Context: an optimization exercise on an open-source flow, tuned for small area. The choices shown serve that exercise and are no tape-out recipe.
At most, simulation tests tie the RTL to the original design; equivalence was not proved.
Power figures rest on the tool's default switching activity, not on a simulated workload.

==> inputs of build 4 <==
// fir
module fir #(parameter DWIDTH = 16)
(
  input clk,
  input rstn,
  input signed [DWIDTH-1:0] i_data,
  output signed [(2*DWIDTH)-1:0] o_data
);
export LEC_CHECK = 0
export CAP_MARGIN = 20
export CORE_MARGIN = 2
export CORE_UTILIZATION = 40
export SLEW_MARGIN = 20
export SYNTH_HIERARCHICAL = 1
export SYNTH_MINIMUM_KEEP_SIZE = 0
create_clock -name core_clock -period 8.0 [get_ports {clk}]
standard.sh (not shown) runs the stock make flow with config.mk's settings and CLKGATE_MAP_FILE= SYNTH_SCRIPT=/design/flow/synth_recipe.tcl, a recipe that flattens the netlist after the stock synthesis.
==> flow/flow/run.sh <==
#!/bin/bash
set -euo pipefail
cd "$(dirname "$0")/.."
export CTS_ARGS="-sink_clustering_enable -repair_clock_nets -dont_use_dummy_load -sink_clustering_size 10 -sink_clustering_max_diameter 50 -buf_list {sky130_fd_sc_hd__clkbuf_4}"
export BUFFER_PORTS_ARGS="-buffer_cell sky130_fd_sc_hd__buf_1"
bash standard.sh > flow_make.log 2>&1
==> trial 53 (differences from build 4) <==
--- a/flow/design.v
+++ b/flow/design.v
@@ -15,42 +15,42 @@
   input signed [DWIDTH-1:0] i_data,
   output signed [(2*DWIDTH)-1:0] o_data
 );
 reg [15:0] d [0:26];
 reg [4:0] cnt;       
 reg [31:0] acc;
 integer m;
 always @(posedge clk) begin
-  d[0] <= i_data;
+  d[0] <= ~i_data;
   for (m = 1; m < 27; m = m + 1) d[m] <= d[m-1];
 end
 always @(posedge clk) begin
   if (!rstn)          cnt <= 5'd0;
   else if (cnt != 28) cnt <= cnt + 5'd1;
 end
-reg v14, v15, v17, v19, v21, v23, v25, v27;
+reg n14, n15, n17, n19, n21, n23, n25, n27;
 always @(posedge clk) begin
-  v14 <= rstn && cnt >= 5'd13;
-  v15 <= rstn && cnt >= 5'd14;
-  v17 <= rstn && cnt >= 5'd16;
-  v19 <= rstn && cnt >= 5'd18;
-  v21 <= rstn && cnt >= 5'd20;
-  v23 <= rstn && cnt >= 5'd22;
-  v25 <= rstn && cnt >= 5'd24;
-  v27 <= rstn && cnt >= 5'd26;
+  n14 <= !(rstn && cnt >= 5'd13);
+  n15 <= !(rstn && cnt >= 5'd14);
+  n17 <= !(rstn && cnt >= 5'd16);
+  n19 <= !(rstn && cnt >= 5'd18);
+  n21 <= !(rstn && cnt >= 5'd20);
+  n23 <= !(rstn && cnt >= 5'd22);
+  n25 <= !(rstn && cnt >= 5'd24);
+  n27 <= !(rstn && cnt >= 5'd26);
 end
-wire [15:0] u0 = d[12];
-wire [15:0] u2 = (d[14] & {16{v15}});
-wire [15:0] u4 = (d[16] & {16{v17}});
-wire [15:0] u6 = (d[18] & {16{v19}});
-wire [15:0] u8 = (d[20] & {16{v21}});
-wire [15:0] u10 = (d[22] & {16{v23}});
-wire [15:0] u12 = (d[24] & {16{v25}});
-wire [15:0] u14 = (d[26] & {16{v27}});
+wire [15:0] u0 = ~d[12];
+wire [15:0] u2 = ~(d[14] | {16{n15}});
+wire [15:0] u4 = ~(d[16] | {16{n17}});
+wire [15:0] u6 = ~(d[18] | {16{n19}});
+wire [15:0] u8 = ~(d[20] | {16{n21}});
+wire [15:0] u10 = ~(d[22] | {16{n23}});
+wire [15:0] u12 = ~(d[24] | {16{n25}});
+wire [15:0] u14 = ~(d[26] | {16{n27}});
 wire a_n1 = ~u0[15];
 wire a_n2 = ~u14[15];
 wire a_s3, a_c4;
 fir_ha u_a_s3 (.a(u0[0]), .b(u14[0]), .s(a_s3), .co(a_c4));
 wire a_s5, a_c6;
 fir_fa u_a_s5 (.a(u0[1]), .b(u14[1]), .c(a_c4), .s(a_s5), .co(a_c6));
 wire a_s7, a_c8;
 fir_fa u_a_s7 (.a(u0[2]), .b(u14[2]), .c(a_c6), .s(a_s7), .co(a_c8));
@@ -350,17 +350,17 @@
 reg [19:0] x4;
 reg [20:0] x6;
 always @(posedge clk) begin
   x0 <= {a_c81, a_s88, a_s86, a_s84, a_s82, a_s80, a_s78, a_s76, a_s74, a_s72, a_s70, a_s68, a_s66, a_s64, a_s62, a_s60, a_s58, a_s56, a_s54, a_s52, a_s3};
   x2 <= {a_c152, a_n159, a_s157, a_s155, a_s153, a_s151, a_s149, a_s147, a_s145, a_s143, a_s141, a_s139, a_s137, a_s135, a_s133, a_s131, a_s129, a_s127, a_s125, a_s94, a_s92};
   x4 <= {a_c224, a_n229, a_s227, a_s225, a_s223, a_s221, a_s219, a_s217, a_s215, a_s213, a_s211, a_s209, a_s207, a_s205, a_s203, a_s201, a_s199, a_s197, a_s195, a_s162};
   x6 <= {a_c292, a_n299, a_s297, a_s295, a_s293, a_s291, a_s289, a_s287, a_s285, a_s283, a_s281, a_s279, a_s277, a_s275, a_s273, a_s271, a_s269, a_s267, a_s265, a_s234, a_s232};
 end
-wire [15:0] t7 = d[20] & {16{v21}};
+wire [15:0] t7 = ~(d[20] | {16{n21}});
 wire b_n1 = ~x0[19];
 wire b_n2 = ~x0[0];
 wire b_n3 = ~x0[1];
 wire b_n4 = ~x0[2];
 wire b_n5 = ~x0[3];
 wire b_n6 = ~x0[4];
 wire b_n7 = ~x0[5];
 wire b_n8 = ~x0[6];
@@ -881,11 +881,11 @@
 wire b_z523 = b_s447 ^ b_g504;
 wire b_z524 = b_s449 ^ b_g486;
 wire b_z525 = b_s389 ^ b_g506;
 wire b_z526 = b_s397 ^ b_g492;
 wire b_z527 = b_s403 ^ b_g508;
 wire b_z528 = b_s407 ^ b_g484;
 wire b_z529 = b_s451 ^ b_g510;
 wire [31:0] sum = {b_z529, b_z528, b_z527, b_z526, b_z525, b_z524, b_z523, b_z522, b_z521, b_z520, b_z519, b_z518, b_z517, b_z516, b_z515, b_z514, b_z513, b_z512, b_s435, b_s433, b_s431, b_s429, b_s427, b_s425, b_s423, b_s421, b_s419, b_s417, b_s415, b_s413, b_s411, b_s409};
-always @(posedge clk) acc <= sum & {32{rstn && v14}};
+always @(posedge clk) acc <= sum & {32{rstn && !n14}};
 assign o_data = acc;
 endmodule
==> qor summary <==
Internal portion of total power: trial 53 3.66 mW; build 4 3.65 mW
Tightest Pin Transition: trial 53 0.576 ns; build 4 0.423 ns
Synth Net Count: trial 53 1641; build 4 1614
Routed vias/inst: trial 53 4.33; build 4 4.30
Wire length of the first global-routing pass: trial 53 54.1 mm; build 4 55.5 mm
Number of standard cells in the layout, taps in and fillers out: trial 53 2000; build 4 1983
Inverters: trial 53 138; build 4 112
Storage cell area: trial 53 11200 um^2; build 4 11200 um^2
Data required time of the critical path: trial 53 8.63 ns; build 4 8.69 ns
# rows: trial 53 80; build 4 81
Critical path data arrival time: trial 53 8.32 ns; build 4 8.33 ns
Routability congestion estimate: trial 53 0.860; build 4 0.869
Result of the run: trial 53 complete, no violations; build 4 complete, no violations
Horizontal extent of the die: trial 53 225 um; build 4 225 um
Count of plain and timing-repair buffers: trial 53 55; build 4 57


==> run A: inputs <==
fir, a different RTL version from the one above (not shown whole).
clock: 8.0 ns
lec_check: 0
cap_margin: 20
core_margin: 2
core_utilization: 40
slew_margin: 20
synth_hierarchical: 1
synth_minimum_keep_size: 0
==> flow/flow/run.sh <==
#!/bin/bash
set -euo pipefail
cd "$(dirname "$0")/.."
export CTS_ARGS="-sink_clustering_enable -repair_clock_nets -dont_use_dummy_load -sink_clustering_size 18 -sink_clustering_max_diameter 70 -buf_list {sky130_fd_sc_hd__clkbuf_8}"
export BUFFER_PORTS_ARGS="-buffer_cell sky130_fd_sc_hd__buf_1"
bash standard.sh > flow_make.log 2>&1
==> run E: changes against run A <==
==> flow/flow/run.sh (replaced) <==
#!/bin/bash
set -euo pipefail
cd "$(dirname "$0")/.."
export CTS_ARGS="-sink_clustering_enable -repair_clock_nets -dont_use_dummy_load -sink_clustering_size 10 -sink_clustering_max_diameter 50 -buf_list {sky130_fd_sc_hd__clkbuf_4}"
export BUFFER_PORTS_ARGS="-buffer_cell sky130_fd_sc_hd__buf_1"
bash standard.sh > flow_make.log 2>&1
==> summary of the runs <==
In run A the routed wire length is lower than in run E, by 0.45%.
Clock power is about the same in run E and run A.
Final cell count: run E is higher than run A (1.7%).
Sequential power is about the same in run A and run E.
Of run A and run E, run E has the higher count of clock-buffer cells in the layout (gap 31).


==> inputs of v31 <==
fir, a different RTL version from the one above (not shown whole).
==> flow/config.mk <==
export PLATFORM = sky130hd
export DESIGN_NAME = fir
export DESIGN_NICKNAME = fir
export VERILOG_FILES = /design/flow/design.v
export SDC_FILE = /design/flow/constraint.sdc
export NUM_CORES = 4
export LEC_CHECK = 0
export CAP_MARGIN = 20
export CORE_MARGIN = 2
export CORE_UTILIZATION = 40
export SLEW_MARGIN = 20
export SYNTH_HIERARCHICAL = 1
export SYNTH_MINIMUM_KEEP_SIZE = 0
==> flow/constraint.sdc <==
create_clock -name core_clock -period 8.0 [get_ports {clk}]
set_input_delay 1.6000 -clock core_clock [delete_from_list [all_inputs] [get_ports {clk}]]
set_output_delay 1.6000 -clock core_clock [all_outputs]
set_load 0.01 [all_outputs]
==> flow/flow/run.sh <==
#!/bin/bash
set -euo pipefail
cd "$(dirname "$0")/.."
export CTS_ARGS="-sink_clustering_enable -repair_clock_nets -dont_use_dummy_load -sink_clustering_size 16 -sink_clustering_max_diameter 60 -buf_list {sky130_fd_sc_hd__clkbuf_8}"
export BUFFER_PORTS_ARGS="-buffer_cell sky130_fd_sc_hd__buf_1"
bash standard.sh > flow_make.log 2>&1
==> v8: changes against v31 <==
==> flow/flow/run.sh (replaced) <==
#!/bin/bash
set -euo pipefail
cd "$(dirname "$0")/.."
export CTS_ARGS="-sink_clustering_enable -repair_clock_nets -dont_use_dummy_load -sink_clustering_size 18 -sink_clustering_max_diameter 70 -buf_list {sky130_fd_sc_hd__clkbuf_8}"
export BUFFER_PORTS_ARGS="-buffer_cell sky130_fd_sc_hd__buf_1"
bash standard.sh > flow_make.log 2>&1
Settings changed: GPL_ROUTABILITY_DRIVEN from default to 0, GPL_TIMING_DRIVEN from default to 0, PLACE_DENSITY from default to 0.7.
==> impl_metrics.py <==
metrics = {
    "global_routing": {
        "antenna_found_initial": 0,
        "grt_pass1_vias": 9819,
        "grt_pass1_wl_um": 56000,
    },
    "pwr": {
        "power.density_nw_per_um2": 234,
        "p_comb_mw": 0.777,
    },
    "critical_path": {
        "cp.depth": 21,
        "ff2ff_setup_slack_ns": 0.45,
    },
    "outcome": {
        "status": "no timing/DRC/antenna violations",
    },
    "cells_and_area": {
        "final_nets": 1761,
    },
    "clock_network": {
        "clock_latency_ns": 0.65,
    },
    "timing": {
        "setup_ws_ns": 0.455,
        "worst_pin_slew_ns": 0.473,
    },
}
The numbers above come from v31.

==> impl_metrics.py <==
metrics = {
    "logic_synthesis": {
        "synth_top_area_frac": 0.561,
    },
    "global_routing": {
        "grt_pass1_wl_um": 51600,
        "antenna_found_initial": 2,
        "grt_pass1_vias": 9912,
    },
    "timing": {
        "finalSetupViolCount": 0,
        "setup_ws_ns": 0.349,
    },
    "pwr": {
        "p_comb_mw": 0.758,
    },
    "critical_path": {
        "ff2ff_setup_slack_ns": 0.35,
        "cp.depth": 18,
    },
    "outcome": {
        "status": "no timing/DRC/antenna violations",
    },
}
The numbers above come from v8.

Function was not checked in any run of this note: the RTL went through the layout flow alone.


==> violet: inputs <==
fir, a different RTL version from the one above (not shown whole).
==> flow/config.mk <==
export PLATFORM = sky130hd
export DESIGN_NAME = fir
export DESIGN_NICKNAME = fir
export VERILOG_FILES = /design/flow/design.v
export SDC_FILE = /design/flow/constraint.sdc
export NUM_CORES = 4
export LEC_CHECK = 0
export CAP_MARGIN = 20
export CORE_MARGIN = 2
export CORE_UTILIZATION = 40
export SLEW_MARGIN = 20
export SYNTH_HIERARCHICAL = 1
export SYNTH_MINIMUM_KEEP_SIZE = 0
==> flow/constraint.sdc <==
create_clock -name core_clock -period 8.0 [get_ports {clk}]
set_input_delay 1.6000 -clock core_clock [delete_from_list [all_inputs] [get_ports {clk}]]
set_output_delay 1.6000 -clock core_clock [all_outputs]
set_load 0.01 [all_outputs]
==> flow/flow/run.sh <==
#!/bin/bash
set -euo pipefail
cd "$(dirname "$0")/.."
export CTS_ARGS="-sink_clustering_enable -repair_clock_nets -dont_use_dummy_load -sink_clustering_size 18 -sink_clustering_max_diameter 70 -buf_list {sky130_fd_sc_hd__clkbuf_8}"
export BUFFER_PORTS_ARGS="-buffer_cell sky130_fd_sc_hd__buf_1"
bash standard.sh > flow_make.log 2>&1
==> inputs of pepper, as changes to violet <==
CORE_UTILIZATION = 55   (was 40)
==> inputs of quartz, as changes to violet <==
--- a/flow/design.v
+++ b/flow/design.v
@@ -796,17 +796,17 @@
 wire b_s482, b_c483;
 fir_fa u_b_s482 (.a(b_c139), .b(b_s158), .c(b_c481), .s(b_s482), .co(b_c483));
 wire b_s484, b_c485;
 fir_ha u_b_s484 (.a(b_s180), .b(b_c483), .s(b_s484), .co(b_c485));
 wire b_s486, b_c487;
 fir_ha u_b_s486 (.a(b_s202), .b(b_c485), .s(b_s486), .co(b_c487));
 wire b_s488, b_c489;
-fir_ha u_b_s488 (.a(b_c203), .b(b_s224), .s(b_s488), .co(b_c489));
+fir_fa u_b_s488 (.a(b_s224), .b(b_c203), .c(b_c487), .s(b_s488), .co(b_c489));
 wire b_s490, b_c491;
-fir_ha u_b_s490 (.a(b_c225), .b(b_s246), .s(b_s490), .co(b_c491));
+fir_fa u_b_s490 (.a(b_s246), .b(b_c225), .c(b_c489), .s(b_s490), .co(b_c491));
 wire b_s492, b_c493;
 fir_ha u_b_s492 (.a(b_c247), .b(b_s268), .s(b_s492), .co(b_c493));
 wire b_s494, b_c495;
 fir_ha u_b_s494 (.a(b_c269), .b(b_s290), .s(b_s494), .co(b_c495));
 wire b_s496, b_c497;
 fir_ha u_b_s496 (.a(b_c429), .b(b_s438), .s(b_s496), .co(b_c497));
 wire b_s498, b_c499;
@@ -815,88 +815,80 @@
 fir_ha u_b_s500 (.a(b_c447), .b(b_s452), .s(b_s500), .co(b_c501));
 wire b_s502, b_c503;
 fir_ha u_b_s502 (.a(b_c453), .b(b_s456), .s(b_s502), .co(b_c503));
 wire b_s504, b_c505;
 fir_ha u_b_s504 (.a(b_c457), .b(b_s458), .s(b_s504), .co(b_c505));
 wire b_s506, b_c507;
 fir_ha u_b_s506 (.a(b_n38), .b(b_c459), .s(b_s506), .co(b_c507));
-wire b_g508 = b_c489 | (b_s488 & b_c487);
-wire b_g509 = b_c491 | (b_s490 & b_g508);
-wire b_p510 = b_s490 & b_s488;
-wire b_g511 = b_c495 | (b_s494 & b_c493);
-wire b_p512 = b_s494 & b_s492;
-wire b_g513 = 1'b0 | (b_s338 & 1'b0);
-wire b_p514 = b_s338 & b_s314;
-wire b_g515 = 1'b0 | (b_s380 & 1'b0);
-wire b_p516 = b_s380 & b_s360;
-wire b_g517 = 1'b0 | (b_s414 & 1'b0);
-wire b_p518 = b_s414 & b_s398;
-wire b_g519 = b_c497 | (b_s496 & 1'b0);
-wire b_p520 = b_s496 & b_s428;
-wire b_g521 = b_c501 | (b_s500 & b_c499);
-wire b_p522 = b_s500 & b_s498;
-wire b_g523 = b_c505 | (b_s504 & b_c503);
-wire b_p524 = b_s504 & b_s502;
-wire b_g525 = 1'b0 | (1'b1 & b_c507);
-wire b_p526 = 1'b1 & b_s506;
-wire b_g527 = b_g511 | (b_p512 & b_g509);
-wire b_p528 = b_p512 & b_p510;
-wire b_g529 = b_g515 | (b_p516 & b_g513);
-wire b_p530 = b_p516 & b_p514;
-wire b_g531 = b_g519 | (b_p520 & b_g517);
-wire b_p532 = b_p520 & b_p518;
-wire b_g533 = b_g523 | (b_p524 & b_g521);
-wire b_p534 = b_p524 & b_p522;
-wire b_g535 = b_g529 | (b_p530 & b_g527);
-wire b_p536 = b_p530 & b_p528;
-wire b_g537 = b_g533 | (b_p534 & b_g531);
-wire b_p538 = b_p534 & b_p532;
-wire b_g539 = b_g537 | (b_p538 & b_g535);
-wire b_p540 = b_p538 & b_p536;
-wire b_g541 = b_g531 | (b_p532 & b_g535);
-wire b_p542 = b_p532 & b_p536;
-wire b_g543 = b_g513 | (b_p514 & b_g527);
-wire b_p544 = b_p514 & b_p528;
-wire b_g545 = b_g517 | (b_p518 & b_g535);
-wire b_p546 = b_p518 & b_p536;
-wire b_g547 = b_g521 | (b_p522 & b_g541);
-wire b_p548 = b_p522 & b_p542;
-wire b_g549 = b_g525 | (b_p526 & b_g539);
-wire b_p550 = b_p526 & b_p540;
-wire b_g551 = b_c493 | (b_s492 & b_g509);
-wire b_p552 = b_s492 & b_p510;
-wire b_g553 = 1'b0 | (b_s314 & b_g527);
-wire b_p554 = b_s314 & b_p528;
-wire b_g555 = 1'b0 | (b_s360 & b_g543);
-wire b_p556 = b_s360 & b_p544;
-wire b_g557 = 1'b0 | (b_s398 & b_g535);
-wire b_p558 = b_s398 & b_p536;
-wire b_g559 = 1'b0 | (b_s428 & b_g545);
-wire b_p560 = b_s428 & b_p546;
-wire b_g561 = b_c499 | (b_s498 & b_g541);
-wire b_p562 = b_s498 & b_p542;
-wire b_g563 = b_c503 | (b_s502 & b_g547);
-wire b_p564 = b_s502 & b_p548;
-wire b_g565 = b_c507 | (b_s506 & b_g539);
-wire b_p566 = b_s506 & b_p540;
-wire b_z567 = b_s488 ^ b_c487;
-wire b_z568 = b_s490 ^ b_g508;
-wire b_z569 = b_s492 ^ b_g509;
-wire b_z570 = b_s494 ^ b_g551;
-wire b_z571 = b_s314 ^ b_g527;
-wire b_z572 = b_s338 ^ b_g553;
-wire b_z573 = b_s360 ^ b_g543;
-wire b_z574 = b_s380 ^ b_g555;
-wire b_z575 = b_s398 ^ b_g535;
-wire b_z576 = b_s414 ^ b_g557;
-wire b_z577 = b_s428 ^ b_g545;
-wire b_z578 = b_s496 ^ b_g559;
-wire b_z579 = b_s498 ^ b_g541;
-wire b_z580 = b_s500 ^ b_g561;
-wire b_z581 = b_s502 ^ b_g547;
-wire b_z582 = b_s504 ^ b_g563;
-wire b_z583 = b_s506 ^ b_g539;
-wire b_z584 = 1'b1 ^ b_g565;
-wire [31:0] sum = {b_z584, b_z583, b_z582, b_z581, b_z580, b_z579, b_z578, b_z577, b_z576, b_z575, b_z574, b_z573, b_z572, b_z571, b_z570, b_z569, b_z568, b_z567, b_s486, b_s484, b_s482, b_s480, b_s478, b_s476, b_s474, b_s472, b_s470, b_s468, b_s466, b_s464, b_s462, b_s460};
+wire b_g508 = b_c493 | (b_s492 & b_c491);
+wire b_g509 = b_c495 | (b_s494 & b_g508);
+wire b_p510 = b_s494 & b_s492;
+wire b_g511 = 1'b0 | (b_s338 & 1'b0);
+wire b_p512 = b_s338 & b_s314;
+wire b_g513 = 1'b0 | (b_s380 & 1'b0);
+wire b_p514 = b_s380 & b_s360;
+wire b_g515 = 1'b0 | (b_s414 & 1'b0);
+wire b_p516 = b_s414 & b_s398;
+wire b_g517 = b_c497 | (b_s496 & 1'b0);
+wire b_p518 = b_s496 & b_s428;
+wire b_g519 = b_c501 | (b_s500 & b_c499);
+wire b_p520 = b_s500 & b_s498;
+wire b_g521 = b_c505 | (b_s504 & b_c503);
+wire b_p522 = b_s504 & b_s502;
+wire b_g523 = 1'b0 | (1'b1 & b_c507);
+wire b_p524 = 1'b1 & b_s506;
+wire b_g525 = b_g511 | (b_p512 & b_g509);
+wire b_p526 = b_p512 & b_p510;
+wire b_g527 = b_g515 | (b_p516 & b_g513);
+wire b_p528 = b_p516 & b_p514;
+wire b_g529 = b_g519 | (b_p520 & b_g517);
+wire b_p530 = b_p520 & b_p518;
+wire b_g531 = b_g523 | (b_p524 & b_g521);
+wire b_p532 = b_p524 & b_p522;
+wire b_g533 = b_g527 | (b_p528 & b_g525);
+wire b_p534 = b_p528 & b_p526;
+wire b_g535 = b_g531 | (b_p532 & b_g529);
+wire b_p536 = b_p532 & b_p530;
+wire b_g537 = b_g535 | (b_p536 & b_g533);
+wire b_p538 = b_p536 & b_p534;
+wire b_g539 = b_g529 | (b_p530 & b_g533);
+wire b_p540 = b_p530 & b_p534;
+wire b_g541 = b_g513 | (b_p514 & b_g525);
+wire b_p542 = b_p514 & b_p526;
+wire b_g543 = b_g517 | (b_p518 & b_g533);
+wire b_p544 = b_p518 & b_p534;
+wire b_g545 = b_g521 | (b_p522 & b_g539);
+wire b_p546 = b_p522 & b_p540;
+wire b_g547 = 1'b0 | (b_s314 & b_g509);
+wire b_p548 = b_s314 & b_p510;
+wire b_g549 = 1'b0 | (b_s360 & b_g525);
+wire b_p550 = b_s360 & b_p526;
+wire b_g551 = 1'b0 | (b_s398 & b_g541);
+wire b_p552 = b_s398 & b_p542;
+wire b_g553 = 1'b0 | (b_s428 & b_g533);
+wire b_p554 = b_s428 & b_p534;
+wire b_g555 = b_c499 | (b_s498 & b_g543);
+wire b_p556 = b_s498 & b_p544;
+wire b_g557 = b_c503 | (b_s502 & b_g539);
+wire b_p558 = b_s502 & b_p540;
+wire b_g559 = b_c507 | (b_s506 & b_g545);
+wire b_p560 = b_s506 & b_p546;
+wire b_z561 = b_s492 ^ b_c491;
+wire b_z562 = b_s494 ^ b_g508;
+wire b_z563 = b_s314 ^ b_g509;
+wire b_z564 = b_s338 ^ b_g547;
+wire b_z565 = b_s360 ^ b_g525;
+wire b_z566 = b_s380 ^ b_g549;
+wire b_z567 = b_s398 ^ b_g541;
+wire b_z568 = b_s414 ^ b_g551;
+wire b_z569 = b_s428 ^ b_g533;
+wire b_z570 = b_s496 ^ b_g553;
+wire b_z571 = b_s498 ^ b_g543;
+wire b_z572 = b_s500 ^ b_g555;
+wire b_z573 = b_s502 ^ b_g539;
+wire b_z574 = b_s504 ^ b_g557;
+wire b_z575 = b_s506 ^ b_g545;
+wire b_z576 = 1'b1 ^ b_g559;
+wire [31:0] sum = {b_z576, b_z575, b_z574, b_z573, b_z572, b_z571, b_z570, b_z569, b_z568, b_z567, b_z566, b_z565, b_z564, b_z563, b_z562, b_z561, b_s490, b_s488, b_s486, b_s484, b_s482, b_s480, b_s478, b_s476, b_s474, b_s472, b_s470, b_s468, b_s466, b_s464, b_s462, b_s460};
 always @(posedge clk) acc <= sum & {32{rstn && v14}};
 assign o_data = acc;
 endmodule
==> summary.txt <==
quantity                                                         pepper          quartz          violet
Outcome                                                  finished clean  finished clean  finished clean
Post-Layout Inst Area                                         21200 µm²       21600 µm²       21400 µm²
Layout buffer count excluding clock buffers                          92             105              91
Time the worst path needs with I/O delays and setup             7.75 ns         7.78 ns         7.74 ns
Layout multi-input combinational cell count                         569             561             569
Total CTS buffers                                                    39              41              40
Area growth from synthesis to layout                              8.48%           10.3%           9.52%
Min-Delay Startpoint                                           d[17][9]         d[2][1]       d[10][13]
Met2 Usage GRT                                                    31.0%           23.5%           23.7%
Setup ws final                                                 0.252 ns        0.222 ns        0.262 ns
Setup repair after global routing missed its margin                  no               -              no
Reported net switching power                                  0.00122 W       0.00121 W       0.00123 W
Area fraction of the dominant cell type after synthesis           56.6%           56.7%           56.6%
Ant. Diodes                                                           0               1               0
Reg-to-reg startpoint                                          d[18][0]        d[14][0]        d[18][0]
DR WL met2                                                     15200 µm        15800 µm        15900 µm
Number of logic inverters in the finished layout                    120             118             120
Achievable frequency                                          0.129 GHz       0.129 GHz       0.129 GHz
Max IR drop VDD                                                0.220 mV        0.148 mV        0.152 mV
Routed via count                                                   8402            8606            8554
HPWL reported at the end of detailed placement                 27700 µm        28000 µm        27900 µm
Combinational power                                          0.000754 W      0.000728 W      0.000754 W
For quartz, only the layout was checked, not whether the RTL still works.

what the ideal ports hide:
The flow's constraints put no driver on any port. The routed layouts listed below were extracted and timed again, unchanged, in two steps. Step 1 sets driving cells, clkbuf_16 on the clock port and buf_2 on the other inputs (assumed; they add their load-dependent delay and slew). Step 2 times the ports against the registers' clock, not the clock port: input delays grow and output delays shrink by t, the midpoint of the rising clock arrivals with the driver on. Three values: no drivers, after step 1, after step 2; two values: the first two.
run	shift t [ns]	slack for setup (ns)	cell pins on the clock port's net
build 4	0.792	0.357 / 0.357 / 0.357	1
trial 53	0.792	0.307 / 0.307 / 0.307	1
run A	0.640	0.420 / 0.420 / 0.420	1
run E	0.786	0.383 / 0.383 / 0.383	1
v31	0.649	0.455 / 0.455 / 0.455	1
v8	0.629	0.349 / 0.349 / 0.349	1
violet	0.646	0.262 / 0.262 / 0.262	1
pepper	0.621	0.252 / 0.252 / 0.252	1
quartz	0.629	0.222 / 0.222 / 0.222	1
After both steps every run listed still meets setup and hold.
